This design comes from an exercise in tuning for small area and a short achievable clock period on the open sky130 flow, not from production work.
At most, simulation tests tie the RTL to the original design; equivalence was not proved.
Only the layout flow was run in runs 2 and 3; the RTL was not checked for function there.
In every run shown here, the design's own scripts or RTL, not TritonCTS, make the clock network.
The flow treats the clock pin as an ideal source. Dropping or thinning the clock tree relies on that and would not hold on a real chip.
Power is estimated from default activity; no workload was simulated.

$ cat flow/design.v
module Sbox5 (
    input  [5:0] in,
    output reg [3:0] out
);
    reg [1:0] row;
    reg [3:0] column;
    always @(*) begin
        row = {in[5], in[0]};
        column = in[4:1];
        case (column)
            4'b0000 : case (row)
                        2'b00 :  out = 4'b0010;
                        2'b01 :  out = 4'b1110;
                        2'b10 :  out = 4'b0100;
                        2'b11 :  out = 4'b1011;
                     endcase
            4'b0001 : case (row)
                        2'b00 :  out = 4'b1100;
                        2'b01 :  out = 4'b1011;
                        2'b10 :  out = 4'b0010;
                        2'b11 :  out = 4'b1000;
                     endcase
            4'b0010 : case (row)
                        2'b00 :  out = 4'b0100;
                        2'b01 :  out = 4'b0010;
                        2'b10 :  out = 4'b0001;
                        2'b11 :  out = 4'b1100;
                     endcase
            4'b0011 : case (row)
                        2'b00 :  out = 4'b0001;
                        2'b01 :  out = 4'b1100;
                        2'b10 :  out = 4'b1011;
                        2'b11 :  out = 4'b0111;
                     endcase
            4'b0100 : case (row)
                        2'b00 :  out = 4'b0111;
                        2'b01 :  out = 4'b0100;
                        2'b10 :  out = 4'b1100;
                        2'b11 :  out = 4'b0001;
                     endcase
            4'b0101 : case (row)
                        2'b00 :  out = 4'b1010;
                        2'b01 :  out = 4'b0111;  
                        2'b10 :  out = 4'b1101;
                        2'b11 :  out = 4'b1110;
                     endcase
            4'b0110 : case (row)
                        2'b00 :  out = 4'b1011;
                        2'b01 :  out = 4'b1101;
                        2'b10 :  out = 4'b0111;
                        2'b11 :  out = 4'b0010;
                     endcase
            4'b0111 : case (row)
                        2'b00 :  out = 4'b0110;
                        2'b01 :  out = 4'b0001;
                        2'b10 :  out = 4'b1000;
                        2'b11 :  out = 4'b1101;
                     endcase
            4'b1000 : case (row)
                        2'b00 :  out = 4'b1000;
                        2'b01 :  out = 4'b0101;
                        2'b10 :  out = 4'b1111;
                        2'b11 :  out = 4'b0110;
                     endcase
            4'b1001 : case (row)
                        2'b00 :  out = 4'b0101;
                        2'b01 :  out = 4'b0000;
                        2'b10 :  out = 4'b1001;
                        2'b11 :  out = 4'b1111;
                     endcase
            4'b1010 : case (row)
                        2'b00 :  out = 4'b0011;
                        2'b01 :  out = 4'b1111;
                        2'b10 :  out = 4'b1100;
                        2'b11 :  out = 4'b0000;
                     endcase
            4'b1011 : case (row)
                        2'b00 :  out = 4'b1111;
                        2'b01 :  out = 4'b1100;
                        2'b10 :  out = 4'b0101;
                        2'b11 :  out = 4'b1001;
                     endcase
            4'b1100 : case (row)
                        2'b00 :  out = 4'b1101;
                        2'b01 :  out = 4'b0011;
                        2'b10 :  out = 4'b0110;
                        2'b11 :  out = 4'b1100;
                     endcase
            4'b1101 : case (row)
                        2'b00 :  out = 4'b0000;
                        2'b01 :  out = 4'b1001;
                        2'b10 :  out = 4'b0011;
                        2'b11 :  out = 4'b0100;
                     endcase
            4'b1110 : case (row)
                        2'b00 :  out = 4'b1110;
                        2'b01 :  out = 4'b1000;
                        2'b10 :  out = 4'b0000;
                        2'b11 :  out = 4'b0101;
                     endcase
            4'b1111 : case (row)
                        2'b00 :  out = 4'b1001;
                        2'b01 :  out = 4'b0110;
                        2'b10 :  out = 4'b1110;
                        2'b11 :  out = 4'b0011;
                     endcase
            default: out = 4'h0;
        endcase
    end
endmodule
module Round (
    input  [3:0]  s_box_out,
    input  [31:0] h_in,
    output reg [31:0] h_out
);
    reg [3:0] h_in_n [0:7];
    reg [3:0] h_out_n [0:7];
    integer i;
    reg [3:0] temp;
    reg [1:0] rot;  
    always @(*) begin
        h_in_n[7] = h_in[31:28];
        h_in_n[6] = h_in[27:24];
        h_in_n[5] = h_in[23:20];
        h_in_n[4] = h_in[19:16];
        h_in_n[3] = h_in[15:12];
        h_in_n[2] = h_in[11:8];
        h_in_n[1] = h_in[7:4];
        h_in_n[0] = h_in[3:0];
        for (i = 0; i < 8; i = i + 1) begin
            temp = h_in_n[(i + 2) % 8] ^ s_box_out;
            rot = (i/2);  
            if (rot == 0)
                h_out_n[i] = temp & 4'hF;
            else
                h_out_n[i] = ( ((temp << rot) | (temp >> (4 - rot))) & 4'hF );
        end
        h_out = {h_out_n[7], h_out_n[6], h_out_n[5], h_out_n[4],
                 h_out_n[3], h_out_n[2], h_out_n[1], h_out_n[0]};
    end
endmodule
module HashIteration (
    input  [7:0] M,
    output reg   a,
    output reg   b,
    output reg   c       
);
    wire [5:0] x = {M[5], M[7] ^ M[2], M[3], M[0], M[4] ^ M[1], M[6]};
    always @(*) begin
        case (x)
            6'd0 : {a, b, c} = 3'b011;
            6'd1 : {a, b, c} = 3'b101;
            6'd2 : {a, b, c} = 3'b110;
            6'd3 : {a, b, c} = 3'b101;
            6'd4 : {a, b, c} = 3'b101;
            6'd5 : {a, b, c} = 3'b011;
            6'd6 : {a, b, c} = 3'b101;
            6'd7 : {a, b, c} = 3'b110;
            6'd8 : {a, b, c} = 3'b011;
            6'd9 : {a, b, c} = 3'b101;
            6'd10: {a, b, c} = 3'b000;
            6'd11: {a, b, c} = 3'b011;
            6'd12: {a, b, c} = 3'b101;
            6'd13: {a, b, c} = 3'b011;
            6'd14: {a, b, c} = 3'b110;
            6'd15: {a, b, c} = 3'b101;
            6'd16: {a, b, c} = 3'b011;
            6'd17: {a, b, c} = 3'b000;
            6'd18: {a, b, c} = 3'b000;
            6'd19: {a, b, c} = 3'b000;
            6'd20: {a, b, c} = 3'b110;
            6'd21: {a, b, c} = 3'b000;
            6'd22: {a, b, c} = 3'b000;
            6'd23: {a, b, c} = 3'b110;
            6'd24: {a, b, c} = 3'b011;
            6'd25: {a, b, c} = 3'b110;
            6'd26: {a, b, c} = 3'b000;
            6'd27: {a, b, c} = 3'b110;
            6'd28: {a, b, c} = 3'b101;
            6'd29: {a, b, c} = 3'b011;
            6'd30: {a, b, c} = 3'b110;
            6'd31: {a, b, c} = 3'b110;
            6'd32: {a, b, c} = 3'b101;
            6'd33: {a, b, c} = 3'b101;
            6'd34: {a, b, c} = 3'b011;
            6'd35: {a, b, c} = 3'b011;
            6'd36: {a, b, c} = 3'b101;
            6'd37: {a, b, c} = 3'b110;
            6'd38: {a, b, c} = 3'b101;
            6'd39: {a, b, c} = 3'b011;
            6'd40: {a, b, c} = 3'b110;
            6'd41: {a, b, c} = 3'b101;
            6'd42: {a, b, c} = 3'b011;
            6'd43: {a, b, c} = 3'b101;
            6'd44: {a, b, c} = 3'b011;
            6'd45: {a, b, c} = 3'b011;
            6'd46: {a, b, c} = 3'b011;
            6'd47: {a, b, c} = 3'b011;
            6'd48: {a, b, c} = 3'b000;
            6'd49: {a, b, c} = 3'b110;
            6'd50: {a, b, c} = 3'b110;
            6'd51: {a, b, c} = 3'b000;
            6'd52: {a, b, c} = 3'b110;
            6'd53: {a, b, c} = 3'b000;
            6'd54: {a, b, c} = 3'b000;
            6'd55: {a, b, c} = 3'b110;
            6'd56: {a, b, c} = 3'b110;
            6'd57: {a, b, c} = 3'b110;
            6'd58: {a, b, c} = 3'b110;
            6'd59: {a, b, c} = 3'b101;
            6'd60: {a, b, c} = 3'b000;
            6'd61: {a, b, c} = 3'b000;
            6'd62: {a, b, c} = 3'b101;
            6'd63: {a, b, c} = 3'b110;
            default: {a, b, c} = 3'b000;
        endcase
    end
endmodule
module cz_inv  (input a, output y);       assign y = ~a;           endmodule
module cz_nor2 (input a, b, output y);    assign y = ~(a | b);     endmodule
module cz_nand2(input a, b, output y);    assign y = ~(a & b);     endmodule
module cz_nor3 (input a, b, c, output y); assign y = ~(a | b | c); endmodule
module cz_bit0(input c, l, s, output d);    assign d = s ? l : ~c;        endmodule
module cz_bitp(input c, t, l, s, output d); assign d = s ? l : (c ^ t);   endmodule
module cz_bitn(input c, t, l, s, output d); assign d = s ? l : ~(c ^ t);  endmodule   
module lightHashDES(
    input              clk,
    input              M_valid,
    input              rst_n,
    input      [7:0]   M,
    input     [63:0]   input_length,
    output reg         hash_ready,
    output     [31:0]  digest
);
    reg        busy;
    reg [63:0] counter;
    reg        a_t, b_t, c_t;  
    reg  [6:0] f;              
    wire [63:0] counter_d;
    wire start = !busy && M_valid;
    wire z1;
    wire z2;
    wire z3;
    wire z4;
    wire z5;
    wire z6;
    wire z7;
    wire z8;
    wire z9;
    wire z10;
    wire z11;
    wire z12;
    wire z13;
    wire z14;
    wire z15;
    wire z16;
    wire z17;
    wire z18;
    wire z19;
    wire z20;
    wire z21;
    wire z22;
    wire z23;
    wire z24;
    wire z25;
    wire z26;
    wire z27;
    wire z28;
    wire z29;
    wire z30;
    wire z31;
    wire z32;
    wire z33;
    wire z34;
    wire z35;
    wire z36;
    wire z37;
    wire z38;
    wire z39;
    wire z40;
    wire z41;
    wire z42;
    wire z43;
    wire z44;
    wire z45;
    wire z46;
    wire z47;
    wire z48;
    wire z49;
    wire z50;
    wire z51;
    wire z52;
    wire z53;
    wire z54;
    wire z55;
    wire z56;
    wire zi57;
    wire z58;
    wire z59;
    wire zi60;
    wire z61;
    wire z62;
    wire zi63;
    wire z64;
    wire z65;
    wire zi66;
    wire z67;
    wire z68;
    wire z69;
    wire zi70;
    wire z71;
    wire z72;
    wire z73;
    wire z74;
    wire zi75;
    wire z76;
    wire z77;
    wire z78;
    wire zi79;
    wire z80;
    wire z81;
    wire zi82;
    wire z83;
    wire zi84;
    wire z85;
    wire z86;
    wire z87;
    wire z88;
    wire z89;
    wire z90;
    wire zi91;
    wire z92;
    wire zg93;
    wire zi94;
    wire z95;
    wire zi96;
    wire z97;
    wire z98;
    wire zg99;
    wire z100;
    wire z101;
    wire zi102;
    wire z103;
    wire zg104;
    wire zi105;
    wire z106;
    wire z107;
    wire zi108;
    wire z109;
    wire zg110;
    wire zi111;
    wire z112;
    wire zi113;
    wire z114;
    wire z115;
    wire zg116;
    wire z117;
    wire zi118;
    wire z119;
    wire z120;
    wire zg121;
    wire z122;
    wire zi123;
    wire z124;
    wire z125;
    wire zg126;
    wire z127;
    wire zi128;
    wire z129;
    wire z130;
    wire zg131;
    wire z132;
    wire z133;
    wire zi134;
    wire z135;
    wire zg136;
    wire zi137;
    wire z138;
    wire z139;
    wire zi140;
    wire z141;
    wire zg142;
    wire zi143;
    wire z144;
    wire z145;
    wire zi146;
    wire z147;
    wire zg148;
    wire zi149;
    wire z150;
    wire z151;
    wire zi152;
    wire z153;
    wire zg154;
    wire zi155;
    wire z156;
    wire z157;
    wire zi158;
    wire z159;
    wire zg160;
    wire zi161;
    wire z162;
    wire z163;
    wire zi164;
    wire z165;
    wire zg166;
    wire zi167;
    wire z168;
    wire z169;
    wire zi170;
    wire z171;
    wire zg172;
    wire zi173;
    wire z174;
    wire zg175;
    wire z176;
    wire z177;
    wire z178;
    wire z179;
    wire z180;
    wire z181;
    wire z182;
    wire z183;
    wire z184;
    wire z185;
    wire zi186;
    wire z187;
    wire z188;
    wire z189;
    wire z190;
    cz_nor2  u_z1 (.a(counter[0]), .b(counter[1]), .y(z1));
    cz_nor2  u_z2 (.a(counter[2]), .b(counter[3]), .y(z2));
    cz_nor2  u_z3 (.a(counter[4]), .b(counter[5]), .y(z3));
    cz_nor2  u_z4 (.a(counter[6]), .b(counter[7]), .y(z4));
    cz_nor2  u_z5 (.a(counter[8]), .b(counter[9]), .y(z5));
    cz_nor2  u_z6 (.a(counter[10]), .b(counter[11]), .y(z6));
    cz_nor2  u_z7 (.a(counter[12]), .b(counter[13]), .y(z7));
    cz_nor2  u_z8 (.a(counter[14]), .b(counter[15]), .y(z8));
    cz_nor2  u_z9 (.a(counter[16]), .b(counter[17]), .y(z9));
    cz_nor2  u_z10 (.a(counter[18]), .b(counter[19]), .y(z10));
    cz_nor2  u_z11 (.a(counter[20]), .b(counter[21]), .y(z11));
    cz_nor2  u_z12 (.a(counter[22]), .b(counter[23]), .y(z12));
    cz_nor2  u_z13 (.a(counter[24]), .b(counter[25]), .y(z13));
    cz_nor2  u_z14 (.a(counter[26]), .b(counter[27]), .y(z14));
    cz_nor2  u_z15 (.a(counter[28]), .b(counter[29]), .y(z15));
    cz_nor2  u_z16 (.a(counter[30]), .b(counter[31]), .y(z16));
    cz_nor2  u_z17 (.a(counter[32]), .b(counter[33]), .y(z17));
    cz_nor2  u_z18 (.a(counter[34]), .b(counter[35]), .y(z18));
    cz_nor2  u_z19 (.a(counter[36]), .b(counter[37]), .y(z19));
    cz_nor2  u_z20 (.a(counter[38]), .b(counter[39]), .y(z20));
    cz_nor2  u_z21 (.a(counter[40]), .b(counter[41]), .y(z21));
    cz_nor2  u_z22 (.a(counter[42]), .b(counter[43]), .y(z22));
    cz_nor2  u_z23 (.a(counter[44]), .b(counter[45]), .y(z23));
    cz_nor2  u_z24 (.a(counter[46]), .b(counter[47]), .y(z24));
    cz_nor2  u_z25 (.a(counter[48]), .b(counter[49]), .y(z25));
    cz_nor2  u_z26 (.a(counter[50]), .b(counter[51]), .y(z26));
    cz_nor2  u_z27 (.a(counter[52]), .b(counter[53]), .y(z27));
    cz_nor2  u_z28 (.a(counter[54]), .b(counter[55]), .y(z28));
    cz_nor2  u_z29 (.a(counter[56]), .b(counter[57]), .y(z29));
    cz_nor2  u_z30 (.a(counter[58]), .b(counter[59]), .y(z30));
    cz_nor2  u_z31 (.a(counter[60]), .b(counter[61]), .y(z31));
    cz_nor2  u_z32 (.a(counter[62]), .b(counter[63]), .y(z32));
    cz_nand2 u_z33 (.a(z1), .b(z2), .y(z33));
    cz_nand2 u_z34 (.a(z3), .b(z4), .y(z34));
    cz_nand2 u_z35 (.a(z5), .b(z6), .y(z35));
    cz_nand2 u_z36 (.a(z7), .b(z8), .y(z36));
    cz_nand2 u_z37 (.a(z9), .b(z10), .y(z37));
    cz_nand2 u_z38 (.a(z11), .b(z12), .y(z38));
    cz_nand2 u_z39 (.a(z13), .b(z14), .y(z39));
    cz_nand2 u_z40 (.a(z15), .b(z16), .y(z40));
    cz_nand2 u_z41 (.a(z17), .b(z18), .y(z41));
    cz_nand2 u_z42 (.a(z19), .b(z20), .y(z42));
    cz_nand2 u_z43 (.a(z21), .b(z22), .y(z43));
    cz_nand2 u_z44 (.a(z23), .b(z24), .y(z44));
    cz_nand2 u_z45 (.a(z25), .b(z26), .y(z45));
    cz_nand2 u_z46 (.a(z27), .b(z28), .y(z46));
    cz_nand2 u_z47 (.a(z29), .b(z30), .y(z47));
    cz_nand2 u_z48 (.a(z31), .b(z32), .y(z48));
    cz_nor2  u_z49 (.a(z34), .b(z33), .y(z49));
    cz_nor2  u_z50 (.a(z36), .b(z35), .y(z50));
    cz_nor2  u_z51 (.a(z38), .b(z37), .y(z51));
    cz_nor2  u_z52 (.a(z40), .b(z39), .y(z52));
    cz_nor2  u_z53 (.a(z42), .b(z41), .y(z53));
    cz_nor2  u_z54 (.a(z44), .b(z43), .y(z54));
    cz_nor2  u_z55 (.a(z46), .b(z45), .y(z55));
    cz_nor2  u_z56 (.a(z48), .b(z47), .y(z56));
    cz_inv   u_zi57 (.a(z35), .y(zi57));
    cz_nand2 u_z58 (.a(zi57), .b(z49), .y(z58));
    cz_nand2 u_z59 (.a(z50), .b(z49), .y(z59));
    cz_inv   u_zi60 (.a(z39), .y(zi60));
    cz_nand2 u_z61 (.a(zi60), .b(z51), .y(z61));
    cz_nand2 u_z62 (.a(z52), .b(z51), .y(z62));
    cz_inv   u_zi63 (.a(z43), .y(zi63));
    cz_nand2 u_z64 (.a(zi63), .b(z53), .y(z64));
    cz_nand2 u_z65 (.a(z54), .b(z53), .y(z65));
    cz_inv   u_zi66 (.a(z47), .y(zi66));
    cz_nand2 u_z67 (.a(zi66), .b(z55), .y(z67));
    cz_nand2 u_z68 (.a(z56), .b(z55), .y(z68));
    cz_nor2  u_z69 (.a(z37), .b(z59), .y(z69));
    cz_inv   u_zi70 (.a(z51), .y(zi70));
    cz_nor2  u_z71 (.a(zi70), .b(z59), .y(z71));
    cz_nor2  u_z72 (.a(z61), .b(z59), .y(z72));
    cz_nor2  u_z73 (.a(z62), .b(z59), .y(z73));
    cz_nor2  u_z74 (.a(z45), .b(z65), .y(z74));
    cz_inv   u_zi75 (.a(z55), .y(zi75));
    cz_nor2  u_z76 (.a(zi75), .b(z65), .y(z76));
    cz_nor2  u_z77 (.a(z67), .b(z65), .y(z77));
    cz_nor2  u_z78 (.a(z68), .b(z65), .y(z78));
    cz_inv   u_zi79 (.a(z41), .y(zi79));
    cz_nand2 u_z80 (.a(zi79), .b(z73), .y(z80));
    cz_nand2 u_z81 (.a(z53), .b(z73), .y(z81));
    cz_inv   u_zi82 (.a(z64), .y(zi82));
    cz_nand2 u_z83 (.a(zi82), .b(z73), .y(z83));
    cz_inv   u_zi84 (.a(z65), .y(zi84));
    cz_nand2 u_z85 (.a(zi84), .b(z73), .y(z85));
    cz_nand2 u_z86 (.a(z74), .b(z73), .y(z86));
    cz_nand2 u_z87 (.a(z76), .b(z73), .y(z87));
    cz_nand2 u_z88 (.a(z77), .b(z73), .y(z88));
    cz_nand2 u_z89 (.a(z78), .b(z73), .y(z89));
    cz_nor2  u_z90 (.a(z33), .b(counter[4]), .y(z90));
    cz_inv   u_zi91 (.a(z3), .y(zi91));
    cz_nor2  u_z92 (.a(z33), .b(zi91), .y(z92));
    cz_nor3  u_zg93 (.a(counter[4]), .b(counter[5]), .c(counter[6]), .y(zg93));
    cz_inv   u_zi94 (.a(zg93), .y(zi94));
    cz_nor2  u_z95 (.a(z33), .b(zi94), .y(z95));
    cz_inv   u_zi96 (.a(counter[8]), .y(zi96));
    cz_nand2 u_z97 (.a(z49), .b(zi96), .y(z97));
    cz_nand2 u_z98 (.a(z49), .b(z5), .y(z98));
    cz_nor3  u_zg99 (.a(counter[8]), .b(counter[9]), .c(counter[10]), .y(zg99));
    cz_nand2 u_z100 (.a(z49), .b(zg99), .y(z100));
    cz_nor2  u_z101 (.a(z58), .b(counter[12]), .y(z101));
    cz_inv   u_zi102 (.a(z7), .y(zi102));
    cz_nor2  u_z103 (.a(z58), .b(zi102), .y(z103));
    cz_nor3  u_zg104 (.a(counter[12]), .b(counter[13]), .c(counter[14]), .y(zg104));
    cz_inv   u_zi105 (.a(zg104), .y(zi105));
    cz_nor2  u_z106 (.a(z58), .b(zi105), .y(z106));
    cz_nor2  u_z107 (.a(z59), .b(counter[16]), .y(z107));
    cz_inv   u_zi108 (.a(z9), .y(zi108));
    cz_nor2  u_z109 (.a(z59), .b(zi108), .y(z109));
    cz_nor3  u_zg110 (.a(counter[16]), .b(counter[17]), .c(counter[18]), .y(zg110));
    cz_inv   u_zi111 (.a(zg110), .y(zi111));
    cz_nor2  u_z112 (.a(z59), .b(zi111), .y(z112));
    cz_inv   u_zi113 (.a(counter[20]), .y(zi113));
    cz_nand2 u_z114 (.a(z69), .b(zi113), .y(z114));
    cz_nand2 u_z115 (.a(z69), .b(z11), .y(z115));
    cz_nor3  u_zg116 (.a(counter[20]), .b(counter[21]), .c(counter[22]), .y(zg116));
    cz_nand2 u_z117 (.a(z69), .b(zg116), .y(z117));
    cz_inv   u_zi118 (.a(counter[24]), .y(zi118));
    cz_nand2 u_z119 (.a(z71), .b(zi118), .y(z119));
    cz_nand2 u_z120 (.a(z71), .b(z13), .y(z120));
    cz_nor3  u_zg121 (.a(counter[24]), .b(counter[25]), .c(counter[26]), .y(zg121));
    cz_nand2 u_z122 (.a(z71), .b(zg121), .y(z122));
    cz_inv   u_zi123 (.a(counter[28]), .y(zi123));
    cz_nand2 u_z124 (.a(z72), .b(zi123), .y(z124));
    cz_nand2 u_z125 (.a(z72), .b(z15), .y(z125));
    cz_nor3  u_zg126 (.a(counter[28]), .b(counter[29]), .c(counter[30]), .y(zg126));
    cz_nand2 u_z127 (.a(z72), .b(zg126), .y(z127));
    cz_inv   u_zi128 (.a(counter[32]), .y(zi128));
    cz_nand2 u_z129 (.a(z73), .b(zi128), .y(z129));
    cz_nand2 u_z130 (.a(z73), .b(z17), .y(z130));
    cz_nor3  u_zg131 (.a(counter[32]), .b(counter[33]), .c(counter[34]), .y(zg131));
    cz_nand2 u_z132 (.a(z73), .b(zg131), .y(z132));
    cz_nor2  u_z133 (.a(z80), .b(counter[36]), .y(z133));
    cz_inv   u_zi134 (.a(z19), .y(zi134));
    cz_nor2  u_z135 (.a(z80), .b(zi134), .y(z135));
    cz_nor3  u_zg136 (.a(counter[36]), .b(counter[37]), .c(counter[38]), .y(zg136));
    cz_inv   u_zi137 (.a(zg136), .y(zi137));
    cz_nor2  u_z138 (.a(z80), .b(zi137), .y(z138));
    cz_nor2  u_z139 (.a(z81), .b(counter[40]), .y(z139));
    cz_inv   u_zi140 (.a(z21), .y(zi140));
    cz_nor2  u_z141 (.a(z81), .b(zi140), .y(z141));
    cz_nor3  u_zg142 (.a(counter[40]), .b(counter[41]), .c(counter[42]), .y(zg142));
    cz_inv   u_zi143 (.a(zg142), .y(zi143));
    cz_nor2  u_z144 (.a(z81), .b(zi143), .y(z144));
    cz_nor2  u_z145 (.a(z83), .b(counter[44]), .y(z145));
    cz_inv   u_zi146 (.a(z23), .y(zi146));
    cz_nor2  u_z147 (.a(z83), .b(zi146), .y(z147));
    cz_nor3  u_zg148 (.a(counter[44]), .b(counter[45]), .c(counter[46]), .y(zg148));
    cz_inv   u_zi149 (.a(zg148), .y(zi149));
    cz_nor2  u_z150 (.a(z83), .b(zi149), .y(z150));
    cz_nor2  u_z151 (.a(z85), .b(counter[48]), .y(z151));
    cz_inv   u_zi152 (.a(z25), .y(zi152));
    cz_nor2  u_z153 (.a(z85), .b(zi152), .y(z153));
    cz_nor3  u_zg154 (.a(counter[48]), .b(counter[49]), .c(counter[50]), .y(zg154));
    cz_inv   u_zi155 (.a(zg154), .y(zi155));
    cz_nor2  u_z156 (.a(z85), .b(zi155), .y(z156));
    cz_nor2  u_z157 (.a(z86), .b(counter[52]), .y(z157));
    cz_inv   u_zi158 (.a(z27), .y(zi158));
    cz_nor2  u_z159 (.a(z86), .b(zi158), .y(z159));
    cz_nor3  u_zg160 (.a(counter[52]), .b(counter[53]), .c(counter[54]), .y(zg160));
    cz_inv   u_zi161 (.a(zg160), .y(zi161));
    cz_nor2  u_z162 (.a(z86), .b(zi161), .y(z162));
    cz_nor2  u_z163 (.a(z87), .b(counter[56]), .y(z163));
    cz_inv   u_zi164 (.a(z29), .y(zi164));
    cz_nor2  u_z165 (.a(z87), .b(zi164), .y(z165));
    cz_nor3  u_zg166 (.a(counter[56]), .b(counter[57]), .c(counter[58]), .y(zg166));
    cz_inv   u_zi167 (.a(zg166), .y(zi167));
    cz_nor2  u_z168 (.a(z87), .b(zi167), .y(z168));
    cz_nor2  u_z169 (.a(z88), .b(counter[60]), .y(z169));
    cz_inv   u_zi170 (.a(z31), .y(zi170));
    cz_nor2  u_z171 (.a(z88), .b(zi170), .y(z171));
    cz_nor3  u_zg172 (.a(counter[60]), .b(counter[61]), .c(counter[62]), .y(zg172));
    cz_inv   u_zi173 (.a(zg172), .y(zi173));
    cz_nor2  u_z174 (.a(z88), .b(zi173), .y(z174));
    cz_nor3  u_zg175 (.a(counter[0]), .b(counter[1]), .c(counter[2]), .y(zg175));
    cz_nor2  u_z176 (.a(z34), .b(z35), .y(z176));
    cz_nor2  u_z177 (.a(z36), .b(z37), .y(z177));
    cz_nor2  u_z178 (.a(z38), .b(z39), .y(z178));
    cz_nor2  u_z179 (.a(z40), .b(z41), .y(z179));
    cz_nor2  u_z180 (.a(z42), .b(z43), .y(z180));
    cz_nor2  u_z181 (.a(z44), .b(z45), .y(z181));
    cz_nor2  u_z182 (.a(z46), .b(z47), .y(z182));
    cz_nand2 u_z183 (.a(z176), .b(z177), .y(z183));
    cz_nand2 u_z184 (.a(z178), .b(z179), .y(z184));
    cz_nand2 u_z185 (.a(z180), .b(z181), .y(z185));
    cz_inv   u_zi186 (.a(z48), .y(zi186));
    cz_nand2 u_z187 (.a(z182), .b(zi186), .y(z187));
    cz_nor2  u_z188 (.a(z183), .b(z184), .y(z188));
    cz_nor2  u_z189 (.a(z185), .b(z187), .y(z189));
    cz_nand2 u_z190 (.a(z188), .b(z189), .y(z190));
    cz_bit0 u_b0 (.c(counter[0]), .l(input_length[0]), .s(start), .d(counter_d[0]));
    cz_bitn u_b1 (.c(counter[1]), .t(counter[0]), .l(input_length[1]), .s(start), .d(counter_d[1]));
    cz_bitp u_b2 (.c(counter[2]), .t(z1), .l(input_length[2]), .s(start), .d(counter_d[2]));
    cz_bitp u_b3 (.c(counter[3]), .t(zg175), .l(input_length[3]), .s(start), .d(counter_d[3]));
    cz_bitn u_b4 (.c(counter[4]), .t(z33), .l(input_length[4]), .s(start), .d(counter_d[4]));
    cz_bitp u_b5 (.c(counter[5]), .t(z90), .l(input_length[5]), .s(start), .d(counter_d[5]));
    cz_bitp u_b6 (.c(counter[6]), .t(z92), .l(input_length[6]), .s(start), .d(counter_d[6]));
    cz_bitp u_b7 (.c(counter[7]), .t(z95), .l(input_length[7]), .s(start), .d(counter_d[7]));
    cz_bitp u_b8 (.c(counter[8]), .t(z49), .l(input_length[8]), .s(start), .d(counter_d[8]));
    cz_bitn u_b9 (.c(counter[9]), .t(z97), .l(input_length[9]), .s(start), .d(counter_d[9]));
    cz_bitn u_b10 (.c(counter[10]), .t(z98), .l(input_length[10]), .s(start), .d(counter_d[10]));
    cz_bitn u_b11 (.c(counter[11]), .t(z100), .l(input_length[11]), .s(start), .d(counter_d[11]));
    cz_bitn u_b12 (.c(counter[12]), .t(z58), .l(input_length[12]), .s(start), .d(counter_d[12]));
    cz_bitp u_b13 (.c(counter[13]), .t(z101), .l(input_length[13]), .s(start), .d(counter_d[13]));
    cz_bitp u_b14 (.c(counter[14]), .t(z103), .l(input_length[14]), .s(start), .d(counter_d[14]));
    cz_bitp u_b15 (.c(counter[15]), .t(z106), .l(input_length[15]), .s(start), .d(counter_d[15]));
    cz_bitn u_b16 (.c(counter[16]), .t(z59), .l(input_length[16]), .s(start), .d(counter_d[16]));
    cz_bitp u_b17 (.c(counter[17]), .t(z107), .l(input_length[17]), .s(start), .d(counter_d[17]));
    cz_bitp u_b18 (.c(counter[18]), .t(z109), .l(input_length[18]), .s(start), .d(counter_d[18]));
    cz_bitp u_b19 (.c(counter[19]), .t(z112), .l(input_length[19]), .s(start), .d(counter_d[19]));
    cz_bitp u_b20 (.c(counter[20]), .t(z69), .l(input_length[20]), .s(start), .d(counter_d[20]));
    cz_bitn u_b21 (.c(counter[21]), .t(z114), .l(input_length[21]), .s(start), .d(counter_d[21]));
    cz_bitn u_b22 (.c(counter[22]), .t(z115), .l(input_length[22]), .s(start), .d(counter_d[22]));
    cz_bitn u_b23 (.c(counter[23]), .t(z117), .l(input_length[23]), .s(start), .d(counter_d[23]));
    cz_bitp u_b24 (.c(counter[24]), .t(z71), .l(input_length[24]), .s(start), .d(counter_d[24]));
    cz_bitn u_b25 (.c(counter[25]), .t(z119), .l(input_length[25]), .s(start), .d(counter_d[25]));
    cz_bitn u_b26 (.c(counter[26]), .t(z120), .l(input_length[26]), .s(start), .d(counter_d[26]));
    cz_bitn u_b27 (.c(counter[27]), .t(z122), .l(input_length[27]), .s(start), .d(counter_d[27]));
    cz_bitp u_b28 (.c(counter[28]), .t(z72), .l(input_length[28]), .s(start), .d(counter_d[28]));
    cz_bitn u_b29 (.c(counter[29]), .t(z124), .l(input_length[29]), .s(start), .d(counter_d[29]));
    cz_bitn u_b30 (.c(counter[30]), .t(z125), .l(input_length[30]), .s(start), .d(counter_d[30]));
    cz_bitn u_b31 (.c(counter[31]), .t(z127), .l(input_length[31]), .s(start), .d(counter_d[31]));
    cz_bitp u_b32 (.c(counter[32]), .t(z73), .l(input_length[32]), .s(start), .d(counter_d[32]));
    cz_bitn u_b33 (.c(counter[33]), .t(z129), .l(input_length[33]), .s(start), .d(counter_d[33]));
    cz_bitn u_b34 (.c(counter[34]), .t(z130), .l(input_length[34]), .s(start), .d(counter_d[34]));
    cz_bitn u_b35 (.c(counter[35]), .t(z132), .l(input_length[35]), .s(start), .d(counter_d[35]));
    cz_bitn u_b36 (.c(counter[36]), .t(z80), .l(input_length[36]), .s(start), .d(counter_d[36]));
    cz_bitp u_b37 (.c(counter[37]), .t(z133), .l(input_length[37]), .s(start), .d(counter_d[37]));
    cz_bitp u_b38 (.c(counter[38]), .t(z135), .l(input_length[38]), .s(start), .d(counter_d[38]));
    cz_bitp u_b39 (.c(counter[39]), .t(z138), .l(input_length[39]), .s(start), .d(counter_d[39]));
    cz_bitn u_b40 (.c(counter[40]), .t(z81), .l(input_length[40]), .s(start), .d(counter_d[40]));
    cz_bitp u_b41 (.c(counter[41]), .t(z139), .l(input_length[41]), .s(start), .d(counter_d[41]));
    cz_bitp u_b42 (.c(counter[42]), .t(z141), .l(input_length[42]), .s(start), .d(counter_d[42]));
    cz_bitp u_b43 (.c(counter[43]), .t(z144), .l(input_length[43]), .s(start), .d(counter_d[43]));
    cz_bitn u_b44 (.c(counter[44]), .t(z83), .l(input_length[44]), .s(start), .d(counter_d[44]));
    cz_bitp u_b45 (.c(counter[45]), .t(z145), .l(input_length[45]), .s(start), .d(counter_d[45]));
    cz_bitp u_b46 (.c(counter[46]), .t(z147), .l(input_length[46]), .s(start), .d(counter_d[46]));
    cz_bitp u_b47 (.c(counter[47]), .t(z150), .l(input_length[47]), .s(start), .d(counter_d[47]));
    cz_bitn u_b48 (.c(counter[48]), .t(z85), .l(input_length[48]), .s(start), .d(counter_d[48]));
    cz_bitp u_b49 (.c(counter[49]), .t(z151), .l(input_length[49]), .s(start), .d(counter_d[49]));
    cz_bitp u_b50 (.c(counter[50]), .t(z153), .l(input_length[50]), .s(start), .d(counter_d[50]));
    cz_bitp u_b51 (.c(counter[51]), .t(z156), .l(input_length[51]), .s(start), .d(counter_d[51]));
    cz_bitn u_b52 (.c(counter[52]), .t(z86), .l(input_length[52]), .s(start), .d(counter_d[52]));
    cz_bitp u_b53 (.c(counter[53]), .t(z157), .l(input_length[53]), .s(start), .d(counter_d[53]));
    cz_bitp u_b54 (.c(counter[54]), .t(z159), .l(input_length[54]), .s(start), .d(counter_d[54]));
    cz_bitp u_b55 (.c(counter[55]), .t(z162), .l(input_length[55]), .s(start), .d(counter_d[55]));
    cz_bitn u_b56 (.c(counter[56]), .t(z87), .l(input_length[56]), .s(start), .d(counter_d[56]));
    cz_bitp u_b57 (.c(counter[57]), .t(z163), .l(input_length[57]), .s(start), .d(counter_d[57]));
    cz_bitp u_b58 (.c(counter[58]), .t(z165), .l(input_length[58]), .s(start), .d(counter_d[58]));
    cz_bitp u_b59 (.c(counter[59]), .t(z168), .l(input_length[59]), .s(start), .d(counter_d[59]));
    cz_bitn u_b60 (.c(counter[60]), .t(z88), .l(input_length[60]), .s(start), .d(counter_d[60]));
    cz_bitp u_b61 (.c(counter[61]), .t(z169), .l(input_length[61]), .s(start), .d(counter_d[61]));
    cz_bitp u_b62 (.c(counter[62]), .t(z171), .l(input_length[62]), .s(start), .d(counter_d[62]));
    cz_bitp u_b63 (.c(counter[63]), .t(z174), .l(input_length[63]), .s(start), .d(counter_d[63]));
    wire one = counter[0] & ~counter[1] & z2 & ~z190;    
    wire a_m, b_m, c_m;
    HashIteration main (.M(M), .a(a_m), .b(b_m), .c(c_m));
    always @(posedge clk or negedge rst_n) begin
        if (!rst_n) begin
            busy       <= 1'b0;
            hash_ready <= 1'b0;
        end else begin
            hash_ready <= busy & one;
            busy       <= busy ? !one : M_valid;
        end
    end
    localparam [6:0] C0 = 7'b111_0111;
    localparam [6:0] CP = 7'b011_1001;
    localparam [6:0] CA = 7'b100_1011;
    localparam [6:0] CB = 7'b001_0111;
    localparam [6:0] CC = CA & CB;            
    localparam [6:0] OA = CA & ~CB;           
    localparam [6:0] OB = CB & ~CA;           
    always @(posedge clk) begin
        counter <= counter_d;
        a_t     <= a_m;
        b_t     <= b_m;
        c_t     <= c_m;
        f       <= start ? C0 : f ^ CP ^ (OA & {7{a_t}}) ^ (OB & {7{b_t}}) ^ (CC & {7{c_t}});
    end
    assign digest = {
        f[2],  f[6],  f[2],  f[6],  ~f[4], f[3],  f[4],  ~f[3],   
        f[5],  f[5],  ~f[5], ~f[5], ~f[5], 1'b0,  f[5],  1'b0,    
        ~f[3], ~f[4], f[3],  f[4],  ~f[3], f[2],  f[3],  f[2],    
        ~f[1], f[0],  ~f[1], ~f[0], f[1],  ~f[0], f[1],  f[0]     
    };
endmodule
$ cat flow/flow/run.sh
#!/bin/bash
cp standard.sh standard.sh.txt
export BUFFER_PORTS_ARGS="-buffer_cell sky130_fd_sc_hd__buf_1"
export PRE_CTS_TCL=$(pwd)/flow/cts_hook.tcl
bash standard.sh > standard.log 2>&1
$ cat flow/flow/cts_hook.tcl
# Clock tree of two levels: the clock port drives one root buffer at the
# centre of the flip-flops, which drives four leaf buffers, each driving
# the flip-flops of one quarter of the placement (split at the median x,
# then each half at its median y). All registers get the same depth (two
# buffers), so the tree is balanced; TritonCTS is then skipped.
set nbuf_cell sky130_fd_sc_hd__clkbuf_8
if {[info exists ::env(LEAF_BUF)]} { set nbuf_cell $::env(LEAF_BUF) }
set root_cell sky130_fd_sc_hd__clkbuf_8
if {[info exists ::env(ROOT_BUF)]} { set root_cell $::env(ROOT_BUF) }
set block [ord::get_db_block]
set db [ord::get_db]
set clknet [$block findNet clk]
set master [$db findMaster $nbuf_cell]

set sinks {}
foreach it [$clknet getITerms] {
  set inst [$it getInst]
  set box [$inst getBBox]
  set x [expr {([$box xMin] + [$box xMax]) / 2}]
  set y [expr {([$box yMin] + [$box yMax]) / 2}]
  lappend sinks [list $it $x $y]
}
puts "manual CTS: [llength $sinks] clock sinks"

proc split_half {lst idx} {
  set s [lsort -integer -index $idx $lst]
  set h [expr {[llength $s] / 2}]
  return [list [lrange $s 0 [expr {$h - 1}]] [lrange $s $h end]]
}
set clusters {}
foreach half [split_half $sinks 1] {
  foreach q [split_half $half 2] {
    lappend clusters $q
  }
}

# root buffer at the centre of all sinks
set sx 0; set sy 0
foreach s $sinks { incr sx [lindex $s 1]; incr sy [lindex $s 2] }
set rx [expr {$sx / [llength $sinks]}]
set ry [expr {$sy / [llength $sinks]}]
set rmaster [$db findMaster $root_cell]
set root [odb::dbInst_create $block $rmaster "cts_root"]
set rnet [odb::dbNet_create $block "clknet_cts_root"]
$rnet setSigType CLOCK
[$root findITerm A] connect $clknet
[$root findITerm X] connect $rnet
$root setLocation [expr {$rx - [$rmaster getWidth] / 2}] [expr {$ry - [$rmaster getHeight] / 2}]
$root setPlacementStatus PLACED

set i 0
foreach cl $clusters {
  set n [llength $cl]
  if {$n == 0} { continue }
  set sx 0; set sy 0
  foreach s $cl { incr sx [lindex $s 1]; incr sy [lindex $s 2] }
  set cx [expr {$sx / $n}]
  set cy [expr {$sy / $n}]
  set inst [odb::dbInst_create $block $master "cts_clkbuf_$i"]
  set net [odb::dbNet_create $block "clknet_cts_$i"]
  $net setSigType CLOCK
  [$inst findITerm A] connect $rnet
  [$inst findITerm X] connect $net
  foreach s $cl {
    set it [lindex $s 0]
    $it disconnect
    $it connect $net
  }
  set w [[$inst getMaster] getWidth]
  set h [[$inst getMaster] getHeight]
  $inst setLocation [expr {$cx - $w / 2}] [expr {$cy - $h / 2}]
  $inst setPlacementStatus PLACED
  puts "manual CTS: cts_clkbuf_$i drives $n sinks at ($cx, $cy)"
  incr i
}
$clknet setSigType CLOCK
global_connect

rename clock_tree_synthesis tritoncts_clock_tree_synthesis
proc clock_tree_synthesis {args} {
  puts "manual CTS: clock tree already built, TritonCTS skipped"
}
$ cat flow/standard.sh
#!/bin/bash
# synth_recipe.tcl (not shown) runs the flow's synth.tcl, then flattens the netlist and writes it again
# the make line also repeats each setting of config.mk as NAME=value (left out here)
make -C /OpenROAD-flow-scripts/flow DESIGN_CONFIG=/design/flow/config.mk WORK_HOME=/design/flow/orfs CLKGATE_MAP_FILE= SYNTH_SCRIPT=/design/flow/synth_recipe.tcl "${@:-finish}"
$ cat flow/config.mk
export PLATFORM = sky130hd
export DESIGN_NAME = lightHashDES
export DESIGN_NICKNAME = lightHashDES
export VERILOG_FILES = /design/flow/design.v
export SDC_FILE = /design/flow/constraint.sdc
export NUM_CORES = 4
export LEC_CHECK = 0
export CAP_MARGIN = 20
export CORE_MARGIN = 2
export CORE_UTILIZATION = 40
export SETUP_SLACK_MARGIN = 1.6
export SLEW_MARGIN = 20
export SYNTH_HIERARCHICAL = 1
$ cat flow/constraint.sdc
create_clock -name core_clock -period 3.3 [get_ports {clk}]
set_input_delay 0.6600 -clock core_clock [delete_from_list [all_inputs] [get_ports {clk}]]
set_output_delay 0.6600 -clock core_clock [all_outputs]
set_load 0.01 [all_outputs]
==> out/qor.yml, run 1 <==
layout_setup_ws_ns: 1.67
grt_overflow: 0
route.detailed.wl_per_inst_um: 11.3
drtPass1Iterations: 4
skew_ns: 0.00743
slowest_stage: "dfxtp_4"
post_dp_cell_area_um2: 4560
die_w_um: 105
drive_gt1_frac: 0.204
p_int_mw: 1.70
placementRows: 37
yosysSeqAreaShare: 0.372
fmax_mhz: 612
yosysWarnings: 8
diodes: 0
synth_area_per_cell_um2: 7.42
die_h_um: 105
netlist_area_um2: 4120
critPathMaxFanout: 6
finalNetCount: 741
dp_worst_setup_slack_ns: 0.990
grt_start_max_net_pins: 73
synth_top_cell_by_area: "dfxtp_1"
grt_pass1_wl_mm: 14.5
fin_crit_ns: 1.63
postSynth.asyncResetShare: 0.0263
power_mw: 2.65
synth_top_area_frac: 0.360
crit_family: "simple AND/OR/NAND/NOR gates"
viasPerCell: 4.63
path_buf_inv: 1
setup_viol: 0
dr_total_vias: 3700
power_density_nw_per_um2: 518
fin_setup_tns_ns: 0
yosysUniqueCellTypes: 38
dr.first_iter.drc_count: 115
ioPinCount: 108
ant_nets: 0
synth-edff-count: 0
end_kind: "register"
die-area_um2: 11100
arrival_ns: 1.87
syn-instance-count: 555
synthTopCellsByArea: "dfxtp_1 36%, nand2_1 12%, xnor2_1 8.9%, nor2_1 8.2%, o21ai_1 7.8%"
slowest_delay_ns: 0.38
drv_slew: 0
status: "finished clean"
worstPathCellList: "nor2_4 > nand2_4 > nor2_4 > nand2_1 > nor2_4 > buf_12 > nand2_4 > nor2_2 > xnor2_1 > o21ai_1"
clkPwrFrac: 0.157
crit_type: "reg -> reg"
post-route-period-util: 0.495
swShare: 0.361
hold-worst-slack_ns: 0.0916
cellLeakagePower_nw: 1.86
clk_pin_slew_ns: 0.11
p_switching_mw: 0.956
rsz0062_at_grt: "true"
drv_cap: 0
port_buffers: 105
start_kind: "register"
critPathRequiredTime_ns: 3.54
p_comb_frac: 0.312
power.ir.vdd_worst_mv: 0.350
core_area_um2: 10100
clock_latency_ns: 0.34
grt_pass1_vias: 3365
track_usage: 0.150
ys_seq_elements: 76
hp-class: "in -> async"
dp_hpwl_mm: 6.16
antenna_found_initial: 0
drc: 0
crit_top_cell: "nor2_4"
wirelength_mm: 9.03
area_growth_pct: 24.4
design_area_um2: 5120
synth_flop_cell: "dfxtp_1"
hold_viol_final: 0
seqPwrFrac: 0.531
gp_congestion: 0.808
initial_core_util: 0.406
timing repair:
item,CTS,global route
pin swaps,15,9
gates cloned,2,0
hold buffers,0,0
gates resized for setup,43,84
setup buffers,11,5
endpoints found under the setup margin,67,45
per-stage QoR:
stage | instances | util
2_1_floorplan | 556 | -
3_3_place_gp | 776 | 0.450
3_5_place_dp | 776 | 0.450
4_1_cts | 794 | 0.478
5_1_grt | 799 | 0.505
6_report | 799 | 0.505
cell type report:
type                            instances  area, µm²
Fill cell                            1018       5020
Sequential cell                        76       1560
Buffer                                  5       68.8
Multi-Input combinational cell        410       2520
Timing Repair Buffer                  126        622
Tap cell                              136        170
Timing Repair inverter                  1       7.51
Inverter                               45        173
cell families after synthesis:
group	synth area share
buffers and inverters	0.0836
AOI/OAI and AO/OA	0.125
DFF	0.372
xor gates and xnor gates	0.162
adders and majority gates	0.00304
other	0.000911
and+or+nand+nor	0.254
Yosys cell counts, drive strengths merged, types with 2 or more instances:
cell type and n:
o31ai 2, inv 45, o21ai 67, buf 23, a211oi 2, nand2 127
xor2 30, nand3 3, nor3 17, and3 2, dfxtp 74, dfrtp 2
xnor2 42, nor2 90, clkbuf 2, o211ai 2, a21oi 8
per-module statistics from Yosys (local to each module, per instance), excerpt:
module / times used / cells inside / flip-flops and latches
cz_bitp: 37 / 3 / 0
cz_bit0: 1 / 2 / 0
cz_inv: 35 / 1 / 0
HashIteration: 1 / 57 / 0
cz_nor3: 16 / 1 / 0
lightHashDES: 1 / 121 / 76
cz_nor2: 85 / 1 / 0
routing by layer:
metal	vias to the layer above	track usage	wire, µm
li1	1955	-	-
met1	1660	0.204	4160
met2	70	0.259	4320
met3	15	0.0105	346
met4	0	0.0314	203
met5	-	0	0
sequential cells by signal (all words and copies together), names as in the netlist:
register / cells
a_t: 1
b_t: 1
busy: 1
c_t: 1
counter: 64
f: 7
hash_ready: 1
cells in the final DEF, fill, tap and decap left out, types with 12 or more instances in the layout:
cell type    n
o21ai_1     65
buf_1       96
xor2_1      29
nand2_1    111
nor2_2      29
nor2_1      49
buf_4       19
xnor2_1     41
nor3_2      16
nor2_4      12
inv_1       43
dfxtp_2     14
dfxtp_1     57
power groups by stage:
stage | registers (mW) | clock network, mW | logic (mW)
4_1_cts | 1.39 | 0.294 | 0.769
3_5_place_dp | 1.38 | 0 | 0.723
6_report | 1.41 | 0.415 | 0.828
2_1_floorplan | 1.36 | 0 | 0.625
3_3_place_gp | 1.37 | 0 | 0.712
5_1_grt | 1.45 | 0.462 | 0.935
worst paths after layout:
kind	depth (start not counted)	slack [ns]	to	from
min in group core_clock	1	0.44	f[5]$_SDFF_PP1_	f[5]$_SDFF_PP1_
hold / removal	1	0.09	hash_ready$_DFF_PN0_	rst_n
setup / recovery	10	1.67	counter[61]$_DFF_P_	counter[17]$_DFF_P_
setup reg to reg	10	1.67	counter[61]$_DFF_P_	counter[17]$_DFF_P_
max in group asynchronous	1	3.07	busy$_DFF_PN0_	rst_n
hold reg to reg	1	0.44	f[5]$_SDFF_PP1_	f[5]$_SDFF_PP1_
==> run 2: changes to the inputs <==
--- a/flow/design.v
+++ b/flow/design.v
@@ -144,4 +144,3 @@
     output reg   a,
-    output reg   b,
-    output reg   c       
+    output reg   b
 );
@@ -150,67 +149,67 @@
         case (x)
-            6'd0 : {a, b, c} = 3'b011;
-            6'd1 : {a, b, c} = 3'b101;
-            6'd2 : {a, b, c} = 3'b110;
-            6'd3 : {a, b, c} = 3'b101;
-            6'd4 : {a, b, c} = 3'b101;
-            6'd5 : {a, b, c} = 3'b011;
-            6'd6 : {a, b, c} = 3'b101;
-            6'd7 : {a, b, c} = 3'b110;
-            6'd8 : {a, b, c} = 3'b011;
-            6'd9 : {a, b, c} = 3'b101;
-            6'd10: {a, b, c} = 3'b000;
-            6'd11: {a, b, c} = 3'b011;
-            6'd12: {a, b, c} = 3'b101;
-            6'd13: {a, b, c} = 3'b011;
-            6'd14: {a, b, c} = 3'b110;
-            6'd15: {a, b, c} = 3'b101;
-            6'd16: {a, b, c} = 3'b011;
-            6'd17: {a, b, c} = 3'b000;
-            6'd18: {a, b, c} = 3'b000;
-            6'd19: {a, b, c} = 3'b000;
-            6'd20: {a, b, c} = 3'b110;
-            6'd21: {a, b, c} = 3'b000;
-            6'd22: {a, b, c} = 3'b000;
-            6'd23: {a, b, c} = 3'b110;
-            6'd24: {a, b, c} = 3'b011;
-            6'd25: {a, b, c} = 3'b110;
-            6'd26: {a, b, c} = 3'b000;
-            6'd27: {a, b, c} = 3'b110;
-            6'd28: {a, b, c} = 3'b101;
-            6'd29: {a, b, c} = 3'b011;
-            6'd30: {a, b, c} = 3'b110;
-            6'd31: {a, b, c} = 3'b110;
-            6'd32: {a, b, c} = 3'b101;
-            6'd33: {a, b, c} = 3'b101;
-            6'd34: {a, b, c} = 3'b011;
-            6'd35: {a, b, c} = 3'b011;
-            6'd36: {a, b, c} = 3'b101;
-            6'd37: {a, b, c} = 3'b110;
-            6'd38: {a, b, c} = 3'b101;
-            6'd39: {a, b, c} = 3'b011;
-            6'd40: {a, b, c} = 3'b110;
-            6'd41: {a, b, c} = 3'b101;
-            6'd42: {a, b, c} = 3'b011;
-            6'd43: {a, b, c} = 3'b101;
-            6'd44: {a, b, c} = 3'b011;
-            6'd45: {a, b, c} = 3'b011;
-            6'd46: {a, b, c} = 3'b011;
-            6'd47: {a, b, c} = 3'b011;
-            6'd48: {a, b, c} = 3'b000;
-            6'd49: {a, b, c} = 3'b110;
-            6'd50: {a, b, c} = 3'b110;
-            6'd51: {a, b, c} = 3'b000;
-            6'd52: {a, b, c} = 3'b110;
-            6'd53: {a, b, c} = 3'b000;
-            6'd54: {a, b, c} = 3'b000;
-            6'd55: {a, b, c} = 3'b110;
-            6'd56: {a, b, c} = 3'b110;
-            6'd57: {a, b, c} = 3'b110;
-            6'd58: {a, b, c} = 3'b110;
-            6'd59: {a, b, c} = 3'b101;
-            6'd60: {a, b, c} = 3'b000;
-            6'd61: {a, b, c} = 3'b000;
-            6'd62: {a, b, c} = 3'b101;
-            6'd63: {a, b, c} = 3'b110;
-            default: {a, b, c} = 3'b000;
+            6'd0 : {a, b} = 2'b01;
+            6'd1 : {a, b} = 2'b10;
+            6'd2 : {a, b} = 2'b11;
+            6'd3 : {a, b} = 2'b10;
+            6'd4 : {a, b} = 2'b10;
+            6'd5 : {a, b} = 2'b01;
+            6'd6 : {a, b} = 2'b10;
+            6'd7 : {a, b} = 2'b11;
+            6'd8 : {a, b} = 2'b01;
+            6'd9 : {a, b} = 2'b10;
+            6'd10: {a, b} = 2'b00;
+            6'd11: {a, b} = 2'b01;
+            6'd12: {a, b} = 2'b10;
+            6'd13: {a, b} = 2'b01;
+            6'd14: {a, b} = 2'b11;
+            6'd15: {a, b} = 2'b10;
+            6'd16: {a, b} = 2'b01;
+            6'd17: {a, b} = 2'b00;
+            6'd18: {a, b} = 2'b00;
+            6'd19: {a, b} = 2'b00;
+            6'd20: {a, b} = 2'b11;
+            6'd21: {a, b} = 2'b00;
+            6'd22: {a, b} = 2'b00;
+            6'd23: {a, b} = 2'b11;
+            6'd24: {a, b} = 2'b01;
+            6'd25: {a, b} = 2'b11;
+            6'd26: {a, b} = 2'b00;
+            6'd27: {a, b} = 2'b11;
+            6'd28: {a, b} = 2'b10;
+            6'd29: {a, b} = 2'b01;
+            6'd30: {a, b} = 2'b11;
+            6'd31: {a, b} = 2'b11;
+            6'd32: {a, b} = 2'b10;
+            6'd33: {a, b} = 2'b10;
+            6'd34: {a, b} = 2'b01;
+            6'd35: {a, b} = 2'b01;
+            6'd36: {a, b} = 2'b10;
+            6'd37: {a, b} = 2'b11;
+            6'd38: {a, b} = 2'b10;
+            6'd39: {a, b} = 2'b01;
+            6'd40: {a, b} = 2'b11;
+            6'd41: {a, b} = 2'b10;
+            6'd42: {a, b} = 2'b01;
+            6'd43: {a, b} = 2'b10;
+            6'd44: {a, b} = 2'b01;
+            6'd45: {a, b} = 2'b01;
+            6'd46: {a, b} = 2'b01;
+            6'd47: {a, b} = 2'b01;
+            6'd48: {a, b} = 2'b00;
+            6'd49: {a, b} = 2'b11;
+            6'd50: {a, b} = 2'b11;
+            6'd51: {a, b} = 2'b00;
+            6'd52: {a, b} = 2'b11;
+            6'd53: {a, b} = 2'b00;
+            6'd54: {a, b} = 2'b00;
+            6'd55: {a, b} = 2'b11;
+            6'd56: {a, b} = 2'b11;
+            6'd57: {a, b} = 2'b11;
+            6'd58: {a, b} = 2'b11;
+            6'd59: {a, b} = 2'b10;
+            6'd60: {a, b} = 2'b00;
+            6'd61: {a, b} = 2'b00;
+            6'd62: {a, b} = 2'b10;
+            6'd63: {a, b} = 2'b11;
+            default: {a, b} = 2'b00;
         endcase
@@ -236,3 +235,3 @@
     reg [63:0] counter;
-    reg        a_t, b_t, c_t;  
+    reg        a_t, b_t;       
     reg  [6:0] f;              
@@ -685,4 +684,5 @@
     wire one = counter[0] & ~counter[1] & z2 & ~z190;    
-    wire a_m, b_m, c_m;
-    HashIteration main (.M(M), .a(a_m), .b(b_m), .c(c_m));
+    wire a_m, b_m;
+    HashIteration main (.M(M), .a(a_m), .b(b_m));
+    wire c_t = a_t ^ b_t;
     always @(posedge clk or negedge rst_n) begin
@@ -707,3 +707,2 @@
         b_t     <= b_m;
-        c_t     <= c_m;
         f       <= start ? C0 : f ^ CP ^ (OA & {7{a_t}}) ^ (OB & {7{b_t}}) ^ (CC & {7{c_t}});
==> run 2 against run 1 <==
Critical path depth is 2 lower. Core utilization is 6.3 points higher. First-iteration DRC count is 6.1% lower. Sequential power hardly changed. Register-to-register slack hardly changed. Via count is 2.2% higher. Setup slack worse by 0.063 ns. Synthesized cell count is 1.4% lower. Critical path type is now in -> reg.
==> out/qor.yml, run 2 <==
ant_nets: 0  # unchanged
synth_flop_cell: "dfxtp_1"
drc: 0  # unchanged
cts_hold_buffers: 0  # unchanged
initial_core_util: 0.414  # +0.00811
area_growth_pct: 37.1
drtPass1Iterations: 4  # unchanged
crit_family: "multiplexers"
power_density_nw_per_um2: 472  # -8.9%
drv_slew: 0  # unchanged
antenna_found_initial: 0  # unchanged
finalNetCount: 759  # +2.4%
yosysSeqAreaShare: 0.370  # -0.00205
path_buf_inv: 2  # +1
design_area_um2: 5600  # +9.4%
hold_viol_final: 0  # unchanged
die-area_um2: 11000  # -0.73%
grt_pass1_wl_mm: 17.2  # +18%
synthTopCellsByCount: "125 x nand2_1, 91 x nor2_1, 73 x dfxtp_1"
start_kind: "primary input"
track_usage: 0.187  # +0.0370
drive_gt1_frac: 0.243  # +0.0397
syn-instance-count: 547  # -1.4%
grt_pass1_vias: 3672  # +9.1%
fin_crit_ns: 1.70  # +0.0635 ns
netlist_area_um2: 4090  # -0.76%
post-route-period-util: 0.514  # +0.0192
core_area_um2: 9860  # -2.7%
dp_hpwl_mm: 6.04  # -1.9%
fin_setup_tns_ns: 0  # unchanged
hp-class: "in -> async"
post_dp_cell_area_um2: 4550  # -0.30%
critPathRequiredTime_ns: 3.54  # about the same
die_w_um: 105  # -0.37%
synth_top_area_frac: 0.358  # -0.00214
fmax_mhz: 589  # -3.7%
synth-edff-count: 0  # unchanged
slowest_stage: "mux2_4"
end_kind: "register"
arrival_ns: 1.94  # +0.07 ns
postSynth.asyncResetShare: 0.0267  # +0.000351
slowest_delay_ns: 0.25  # -0.13 ns
cp-startpoint: "M[4]"
power.ir.vdd_worst_mv: 0.237  # -32%
grt_start_max_net_pins: 20  # -73%
placementRows: 36  # -2.7%
clk_pin_slew_ns: 0.11  # about the same
yosysUniqueCellTypes: 37  # -2.6%
setup_viol: 0  # unchanged
ys_seq_elements: 75  # -1.3%
yosysWarnings: 8  # unchanged
cellLeakagePower_nw: 2.04  # +9.7%
hold-worst-slack_ns: 0.0847  # -0.00695 ns
synthTopCellsByArea: "dfxtp_1 36%, nand2_1 11%, xnor2_1 8.6%, nor2_1 8.4%, o21ai_1 7.8%"
grt_overflow: 0  # unchanged
die_h_um: 105  # -0.37%
ioPinCount: 108  # unchanged
final_core_utilization: 0.568  # +0.0626
gp_congestion: 0.844  # +4.5%
layout_setup_ws_ns: 1.60  # -0.0635 ns
fillers: 911  # -11%
drv_cap: 0  # unchanged
largestRegisters: "counter: 64 flops, f: 7 flops"
final_common_cell: "buf_1"
clock_latency_ns: 0.35  # about the same
skew_ns: 0.0119  # +0.00447 ns
diodes: 0  # unchanged
reg2reg_from: "counter[0]$_DFF_P_"
dr_total_vias: 3780  # +2.2%
yosysMostFrequentCell: "nand2_1"
synth_area_per_cell_um2: 7.47  # +0.69%
worstPathCellList: "buf_8 > xor2_4 > buf_6 > ha_4 > mux2_4 > mux2i_1 > o32ai_2 > a31o_2"
layout_common_cells: "99 x buf_1, 87 x nand2_1, 64 x nor2_1"
largest-register: "counter"
dp_worst_setup_slack_ns: 0.995  # +0.00484 ns
status: "finished clean"
synth_top_cell_by_area: "dfxtp_1"
viasPerCell: 4.66  # +0.65%
wirelength_mm: 10.8  # +19%
dr.first_iter.drc_count: 108  # -6.1%
route.detailed.wl_per_inst_um: 13.3  # +17%
port_buffers: 105  # unchanged
largest_reg_flops: 64  # unchanged
crit_type: "in -> reg"
critPathMaxFanout: 4  # -2
rsz0062_at_grt: "true"
==> run 2: cell types whose count changed in the layout (fill, tap and decap cells not counted), sizes merged, moves of 3 or more <==
cell / delta
buf: +22
clkbuf: -3
ha: +3
a21oi: -6
or3: +3
==> run 2: layer usage <==
metal  global-route usage  wire length, µm
met1                0.234             4700
met2                0.347             5370
met3               0.0150              407
met4               0.0400              285
met5                    0                0
==> run 2: logic make-up after synthesis <==
logic type | Yosys count | synth area share
simple gates | 246 | 0.260
compound gates | 78 | 0.101
flops | 75 | 0.370
xor+xnor | 73 | 0.166
buf+inv | 67 | 0.0815
fa+ha+maj | 4 | 0.0123
mux | 3 | 0.00766
other cells | 1 | 0.000918
==> run 2: path summary, 6_finish.rpt <==
path                                         to  slack [ns]  depth (start not counted)
max in group asynchronous  hash_ready$_DFF_PN0_        3.09                          1
setup reg to reg            counter[49]$_DFF_P_        1.67                         10
hold / removal                   busy$_DFF_PN0_        0.08                          1
hold reg to reg                 f[5]$_SDFF_PP1_        0.43                          1
setup / recovery                    b_t$_DFF_P_        1.60                          8
min in group core_clock         f[5]$_SDFF_PP1_        0.43                          1
==> run 2: layout make-up <==
cell class                      instances  area [µm²]  area share
Multi-Input combinational cell        406        2560       0.457
Sequential cell                        75        1530       0.273
Timing Repair Buffer                  146        1090       0.195
Inverter                               44         169      0.0302
Tap cell                              133         166      0.0297
Buffer                                  5        68.8      0.0123
Timing Repair inverter                  2        12.5     0.00223
==> run 2: per-module statistics from Yosys (local to each module, per instance), excerpt <==
| module | flip-flops and latches | copies in the design | area, µm² |
|---|---|---|---|
| lightHashDES | 75 | 1 | 1830 |
| cz_bit0 | 0 | 1 | 8.76 |
| cz_bitn | 0 | 26 | 17.5 |
| cz_nand2 | 0 | 50 | 3.75 |
| cz_inv | 0 | 35 | 3.75 |
| cz_nor3 | 0 | 16 | 10.0 |
| HashIteration | 0 | 1 | 342 |
| cz_nor2 | 0 | 85 | 3.75 |
==> run 2: repair_timing <==
item	4_1_cts	5_1_grt
gates resized for setup	91	54
buffers inserted	22	3
pin swaps	22	10
endpoints found under the setup margin	67	50
cloned	15	1
==> run 2: worst register-to-register path, cell delays in order (launching register included) <==
cell     delay, ns
dfxtp_4       0.38
nor2_4        0.12
nand2_2       0.08
nor2_4        0.15
nand2_4       0.10
nor2_4        0.12
buf_6         0.15
nand2_2       0.10
nor2_2        0.11
xnor2_1       0.12
o21ai_1       0.10
==> run 2: power breakdown <==
part | internal, mW | total (mW) | switching (mW)
sequential | 1.14 | 1.38 | 0.248
clock | 0.139 | 0.418 | 0.278
combinational | 0.418 | 0.840 | 0.422
total | 1.69 | 2.64 | 0.948
==> run 2: through the flow <==
step / total power, mW / instances
after floorplan: 2.01 / 548
after global placement: 2.09 / 765
after detailed placement: 2.12 / 765
after CTS: 2.47 / 807
after global routing: 2.83 / 811
final: 2.64 / 811
==> run 3: changes to the inputs <==
--- a/flow/design.v
+++ b/flow/design.v
@@ -144,3 +144,4 @@
     output reg   a,
-    output reg   b
+    output reg   b,
+    output       c       
 );
@@ -216,2 +217,3 @@
     end
+    assign c = a ^ b;
 endmodule
@@ -235,3 +237,3 @@
     reg [63:0] counter;
-    reg        a_t, b_t;       
+    reg        a_t, b_t, c_t;  
     reg  [6:0] f;              
@@ -684,5 +686,4 @@
     wire one = counter[0] & ~counter[1] & z2 & ~z190;    
-    wire a_m, b_m;
-    HashIteration main (.M(M), .a(a_m), .b(b_m));
-    wire c_t = a_t ^ b_t;
+    wire a_m, b_m, c_m;
+    HashIteration main (.M(M), .a(a_m), .b(b_m), .c(c_m));
     always @(posedge clk or negedge rst_n) begin
@@ -707,2 +708,3 @@
         b_t     <= b_m;
+        c_t     <= c_m;
         f       <= start ? C0 : f ^ CP ^ (OA & {7{a_t}}) ^ (OB & {7{b_t}}) ^ (CC & {7{c_t}});
--- a/flow/flow/cts_hook.tcl
+++ b/flow/flow/cts_hook.tcl
@@ -1,10 +1,6 @@
-# Clock tree of two levels: the clock port drives one root buffer at the
-# centre of the flip-flops, which drives four leaf buffers, each driving
-# the flip-flops of one quarter of the placement (split at the median x,
-# then each half at its median y). All registers get the same depth (two
-# buffers), so the tree is balanced; TritonCTS is then skipped.
-set nbuf_cell sky130_fd_sc_hd__clkbuf_8
-if {[info exists ::env(LEAF_BUF)]} { set nbuf_cell $::env(LEAF_BUF) }
-set root_cell sky130_fd_sc_hd__clkbuf_8
-if {[info exists ::env(ROOT_BUF)]} { set root_cell $::env(ROOT_BUF) }
+# Clock tree of one level: the clock port drives NBUF clkbuf_16 cells, each
+# driving the flip-flops of one quarter of the placement (split at the
+# median x, then each half at its median y). All registers get the same
+# depth (one buffer), so the tree is balanced; TritonCTS is then skipped.
+set nbuf_cell sky130_fd_sc_hd__clkbuf_16
 set block [ord::get_db_block]
@@ -36,16 +32,2 @@
 
-# root buffer at the centre of all sinks
-set sx 0; set sy 0
-foreach s $sinks { incr sx [lindex $s 1]; incr sy [lindex $s 2] }
-set rx [expr {$sx / [llength $sinks]}]
-set ry [expr {$sy / [llength $sinks]}]
-set rmaster [$db findMaster $root_cell]
-set root [odb::dbInst_create $block $rmaster "cts_root"]
-set rnet [odb::dbNet_create $block "clknet_cts_root"]
-$rnet setSigType CLOCK
-[$root findITerm A] connect $clknet
-[$root findITerm X] connect $rnet
-$root setLocation [expr {$rx - [$rmaster getWidth] / 2}] [expr {$ry - [$rmaster getHeight] / 2}]
-$root setPlacementStatus PLACED
-
 set i 0
@@ -61,3 +43,3 @@
   $net setSigType CLOCK
-  [$inst findITerm A] connect $rnet
+  [$inst findITerm A] connect $clknet
   [$inst findITerm X] connect $net
==> run 3 against run 2 <==
Still clean. Sequential power about the same. Cell area decreased by 7.6%. Synthesized cell count decreased by 0.73%. Via count decreased by 4.3%. Power increased by 1.3%. Fmax decreased by 22%. Clock power increased by about 10%. Register-to-register slack got worse by 0.07 ns. Sequential share of layout area increased by 2.5 points. Combinational power decreased by 2.6%. Critical endpoint is now c_t$_DFF_P_. Largest power group unchanged.
==> out/qor.yml, run 3 <==
status: "finished clean"
path_buf_inv: 1  # -1
yosysMostFrequentCell: "nand2_1"
placementRows: 37  # +2.8%
drv_slew: 0  # unchanged
setup_viol: 0  # unchanged
core_area_um2: 10200  # +3.2%
rsz0062_at_grt: "true"
fin_crit_ns: 2.16  # +0.468 ns
synth_top_area_frac: 0.359  # +0.000837
clkPwrFrac: 0.172  # +0.014
synth_flop_cell: "dfxtp_1"
post-route-period-util: 0.656  # +0.142
end_kind: "register"
power_density_nw_per_um2: 517  # +9.6%
largestRegisters: "counter: 64 flops, f: 7 flops"
reg2reg_from: "counter[4]$_DFF_P_"
crit_family: "multiplexers"
power.ir.vdd_worst_mv: 0.324  # +37%
crit_type: "in -> reg"
ant_nets: 0  # unchanged
area_growth_pct: 25.3
port_buffers: 105  # unchanged
synth_top_cell_by_area: "dfxtp_1"
timing.rr.end: "counter[33]$_DFF_P_"
slowest_delay_ns: 0.49  # +0.24 ns
track_usage: 0.160  # -0.0269
dp_worst_setup_slack_ns: 0.734  # -0.261 ns
final_common_cell: "nand2_1"
yosysUniqueCellTypes: 36  # -2.7%
skew_ns: 0.00599  # -0.00591 ns
netlist_area_um2: 4130  # +1.1%
yosysSeqAreaShare: 0.371  # +0.000700
slowest_stage: "mux4_2"
die_w_um: 106  # +0.54%
worstPathCellList: "buf_8 > xor2_4 > ha_4 > mux4_2 > mux2i_4 > xor2_1 > nand2_1 > o21ai_2"
finalNetCount: 737  # -2.9%
dp_hpwl_mm: 5.82  # -3.7%
ff2ff_setup_slack_ns: 1.60  # -0.07 ns
synth_area_per_cell_um2: 7.61  # +1.9%
critPathRequiredTime_ns: 3.38  # -0.16 ns
dr.first_iter.drc_count: 119  # +10%
p_comb_frac: 0.306  # -0.012
grt_pass1_vias: 3440  # -6.3%
seqPwrFrac: 0.522  # -0.002
largest_reg_flops: 64  # unchanged
fin_setup_tns_ns: 0  # unchanged
ys_seq_elements: 76  # +1.3%
swShare: 0.340  # -0.0189
run 3: kinds of logic after synthesis:
logic type,Yosys count,synth area share
buffers and inverters,69,0.0836
other,1,0.000908
multiplexers,5,0.0185
AND/OR/NAND/NOR,233,0.243
adder cells (fa/ha/maj),5,0.0151
XOR/XNOR,73,0.161
AO/OA/AOI/OAI,81,0.107
flip-flops,76,0.371
run 3: per-layer routing:
| layer | global-route usage | part of all wire |
|---|---|---|
| met5 | 0 | 0 |
| met4 | 0.0141 | 0.010 |
| met3 | 0.0124 | 0.044 |
| met2 | 0.290 | 0.48 |
| met1 | 0.215 | 0.47 |
run 3: metrics by stage:
stage | area [µm²] | total power [mW]
after floorplan | 4180 | 2.01
after global placement | 4600 | 2.10
after detailed placement | 4600 | 2.12
after CTS | 4990 | 2.53
after global routing | 5180 | 2.87
final | 5180 | 2.68
run 3: power by group through the flow:
stage / Clock, mW / Sequential [mW] / Combinational (mW)
2_1_floorplan: 0 / 1.37 / 0.642
3_3_place_gp: 0 / 1.37 / 0.724
3_5_place_dp: 0 / 1.38 / 0.737
4_1_cts: 0.356 / 1.39 / 0.782
5_1_grt: 0.511 / 1.43 / 0.926
6_report: 0.461 / 1.40 / 0.818
run 3: worst register-to-register path: stages, from the launching register on:
cell	delay, ns
dfxtp_2	0.36
nor2_4	0.12
nand2_2	0.09
nor2_4	0.15
nand2_4	0.10
nor2_4	0.16
buf_6	0.15
buf_4	0.13
nand2_1	0.07
xor2_1	0.16
o21ai_1	0.15
run 3: worst max path at each step:
stage | start | end | cells after the start
after CTS | M[1] | c_t$_DFF_P_ | 8
after floorplan | M_valid | counter[10]$_DFF_P_ | 4
after global routing | M[4] | c_t$_DFF_P_ | 8
after global placement | M[4] | c_t$_DFF_P_ | 8
final | M[4] | c_t$_DFF_P_ | 8
after detailed placement | M[4] | c_t$_DFF_P_ | 8
run 3: layout make-up:
cell class                      count  area [µm²]
Timing Repair Buffer              128         701
Sequential cell                    76        1540
Multi-Input combinational cell    399        2470
Timing Repair inverter              1        7.51
Tap cell                          136         170
Fill cell                        1033        5010
Inverter                           47         183
Buffer                              4         100
run 3: per-module statistics from Yosys, one instance, submodules excluded:
| module | cells inside | cell area, µm² | flops+latches | times used |
|---|---|---|---|---|
| cz_inv | 1 | 3.75 | 0 | 35 |
| lightHashDES | 121 | 1830 | 76 | 1 |
| cz_bit0 | 2 | 8.76 | 0 | 1 |
| cz_nor2 | 1 | 3.75 | 0 | 85 |
| cz_bitn | 3 | 17.5 | 0 | 26 |
| HashIteration | 45 | 393 | 0 | 1 |
| cz_nor3 | 1 | 10.0 | 0 | 16 |
| cz_bitp | 3 | 17.5 | 0 | 37 |
| cz_nand2 | 1 | 3.75 | 0 | 50 |
run 3: repair_timing:
action / CTS / global route
resized for setup: 36 / 52
pin swaps: 11 / 11
setup endpoints to repair: 67 / 44
gates cloned: 4 / 1
setup buffers: 12 / 5
